Source: an optimization exercise on an open RTL-to-GDS flow (aim: small area, a short achievable clock period and few clock cycles per item). Production flows keep margins and buffers that such runs may drop.
RTL that was checked went through simulation tests only; none was proved equivalent to the original.
Power figures rest on the tool's default switching activity, not on a simulated workload.

==> flow/design.v (excerpt) <==
module MyDesign (
  input   wire dut_run,
  output  wire dut_busy,
  input   wire reset_b,
  input   wire clk,
  output wire        input_sram_write_enable,
  output wire [11:0] input_sram_write_addresss,
  output wire [15:0] input_sram_write_data,
  output reg  [11:0] input_sram_read_address,
  input  wire [15:0] input_sram_read_data,
  output wire        output_sram_write_enable,
  output reg  [11:0] output_sram_write_addresss,
  output wire [15:0] output_sram_write_data,
  output wire [11:0] output_sram_read_address,
  input  wire [15:0] output_sram_read_data,
  output wire        scratchpad_sram_write_enable,
  output wire [11:0] scratchpad_sram_write_addresss,
  output wire [15:0] scratchpad_sram_write_data,
  output wire [11:0] scratchpad_sram_read_address,
  input  wire [15:0] scratchpad_sram_read_data,
  output wire        weights_sram_write_enable,
  output wire [11:0] weights_sram_write_addresss,
  output wire [15:0] weights_sram_write_data,
  output wire [11:0] weights_sram_read_address,
  input  wire [15:0] weights_sram_read_data
);
export LEC_CHECK = 0
export ABC_CLOCK_PERIOD_IN_PS = 3000
export CAP_MARGIN = 50
export CORE_MARGIN = 2
export CORE_UTILIZATION = 80
export CTS_CLUSTER_DIAMETER = 150
export CTS_CLUSTER_SIZE = 25
export SLEW_MARGIN = 50
export SYNTH_HIERARCHICAL = 1
create_clock -name core_clock -period 12.0 [get_ports {clk}]
standard.sh (not shown) runs the stock make flow with config.mk's settings and CLKGATE_MAP_FILE= SYNTH_SCRIPT=/design/flow/synth_recipe.tcl, a recipe that flattens the netlist after the stock synthesis.
==> flow/flow/run.sh <==
#!/bin/bash
# The standard layout (the standard.sh, standard synthesis unchanged), with
# the port buffers inserted by buffer_ports made from buf_2 cells instead of
# the default choice. Each tool's output goes to ORFS's own logs under orfs/;
# this script's output goes to run_flow.log.
set -euo pipefail
export BUFFER_PORTS_ARGS="-buffer_cell sky130_fd_sc_hd__buf_2"
bash standard.sh > run_flow.log 2>&1
The baseline ran to the end with no violations.
Testbench counts at the start, summed over its fixed seeds: cycles 36,652, items 15,932.
Rerun with:
--- a/flow/config.mk
+++ b/flow/config.mk
@@ -7,9 +7,8 @@
 export LEC_CHECK = 0
-export ABC_CLOCK_PERIOD_IN_PS = 3000
-export CAP_MARGIN = 50
+export CAP_MARGIN = 40
 export CORE_MARGIN = 2
-export CORE_UTILIZATION = 80
+export CORE_UTILIZATION = 85
 export CTS_CLUSTER_DIAMETER = 150
 export CTS_CLUSTER_SIZE = 25
-export SLEW_MARGIN = 50
+export SLEW_MARGIN = 40
 export SYNTH_HIERARCHICAL = 1
What happened:
- routed wire length increases by 3.3%
- worst hold slack degrades by 0.012 ns
- area after synthesis stays the same
- final area decreases by 0.95%
- setup slack degrades by 0.054 ns
- final cell count decreases by 2.3%
- global-route usage increases by 3.3 points
- die area decreases by 5.8%
Rerun with:
--- a/flow/config.mk
+++ b/flow/config.mk
@@ -7,2 +7,3 @@
 export LEC_CHECK = 0
+export ABC_CLOCK_PERIOD_IN_PS = 3000
 export CAP_MARGIN = 40
=> Maximum frequency is unchanged; power does not change; worst setup slack stays the same; register-to-register slack barely changes; non-clock buffer count stays the same; sequential power barely changes; via count stays the same; sequential share of layout area does not change.
Rerun with:
--- a/flow/config.mk
+++ b/flow/config.mk
@@ -7,9 +7,8 @@
 export LEC_CHECK = 0
-export ABC_CLOCK_PERIOD_IN_PS = 3000
-export CAP_MARGIN = 40
+export CAP_MARGIN = 50
 export CORE_MARGIN = 2
-export CORE_UTILIZATION = 85
+export CORE_UTILIZATION = 80
 export CTS_CLUSTER_DIAMETER = 150
 export CTS_CLUSTER_SIZE = 25
-export SLEW_MARGIN = 40
+export SLEW_MARGIN = 50
 export SYNTH_HIERARCHICAL = 1
Outcome: Synthesized area stays the same; cell count grows by 2.4%; design area grows by 0.96%; setup slack gets better by 0.054 ns; core utilization shrinks by 4.3 points; wire length shrinks by 3.2%; sequential share of layout area shrinks by 0.22 points.

MyDesign, a different RTL version from the one above (not shown whole).
For scale: ~4100 cells after synthesis, roughly 560 flip-flops, ~230 I/O pins, about 0.049 sq mm of cells after synthesis.
clock: 12.0 ns
lec_check: 0
cap_margin: 85
core_margin: 2
core_utilization: 40
slew_margin: 85
synth_hierarchical: 1
run.sh (not shown) runs the stock make flow with config.mk's settings and CLKGATE_MAP_FILE= SYNTH_SCRIPT=/design/flow/synth_recipe.tcl, a recipe that flattens the netlist after the stock synthesis.
Stock flow here: none of the scripts above is used.
The baseline completed with no timing, DRC or antenna violations.
Next try:
CAP_MARGIN = 70   (was 85)
CORE_UTILIZATION = 60   (was 40)
SLEW_MARGIN = 70   (was 85)
First-iteration DRC count came out lower by 3.8%.
Routed wire length is higher by 1.2%.
Setup slack improves by 1300 ps.
Combinational power went up by about 7%.
Sequential power went up by about 3%.
Power went up by about 4%.
Count of clock-buffer cells in the layout went down by 13.
Flip-flop and latch count does not change.
Cell count went down by 16%.
Die area fell by 33%.
Next try:
CORE_UTILIZATION = 40   (was 60)
The changed run went through all stages and came out clean.
Worst setup slack is better by 62 ps.
Core utilization is lower by 21 points.
Final cell count rises by 11%.
Next try:
CAP_MARGIN = 20   (was 70)
SLEW_MARGIN = 20   (was 70)
Outcome: Hold slack loses 11 ps; via count went down slightly; combinational power barely changes; synthesized cell count is unchanged.
No functional check of the RTL was part of any run of this note.

==> what the ideal ports hide <==
Ports are ideal in the flow. The routed layouts listed here were re-timed in OpenROAD.
Step 1 assumes that a clkbuf_16 drives the clock port and a buf_2 every other input.
Step 2 also shifts input and output timing later by t, the mid clock arrival at the registers, as if the neighbouring blocks saw the same clock.
Slacks: ideal / step 1 / step 2; pairs: ideal / step 1.
run | t (ns) | setup slack, ns | worst register clock-pin slew, ns
the first run of note 1 | 0.718 | 8.143 / 8.143 / 8.143 | 0.11 / 0.11
the second run of note 1 | 0.706 | 8.089 / 8.089 / 8.089 | 0.11 / 0.11
the third run of note 1 | 0.706 | 8.089 / 8.089 / 8.089 | 0.11 / 0.11
the fourth run of note 1 | 0.718 | 8.143 / 8.143 / 8.143 | 0.11 / 0.11
the first run of note 2 | 0.740 | 6.012 / 6.012 / 6.012 | 0.06 / 0.06
the second run of note 2 | 0.724 | 7.275 / 7.275 / 7.275 | 0.07 / 0.07
the third run of note 2 | 0.748 | 7.336 / 7.336 / 7.336 | 0.07 / 0.07
the fourth run of note 2 | 0.728 | 6.828 / 6.828 / 6.828 | 0.07 / 0.07
After both steps setup and hold are still met in every run listed.
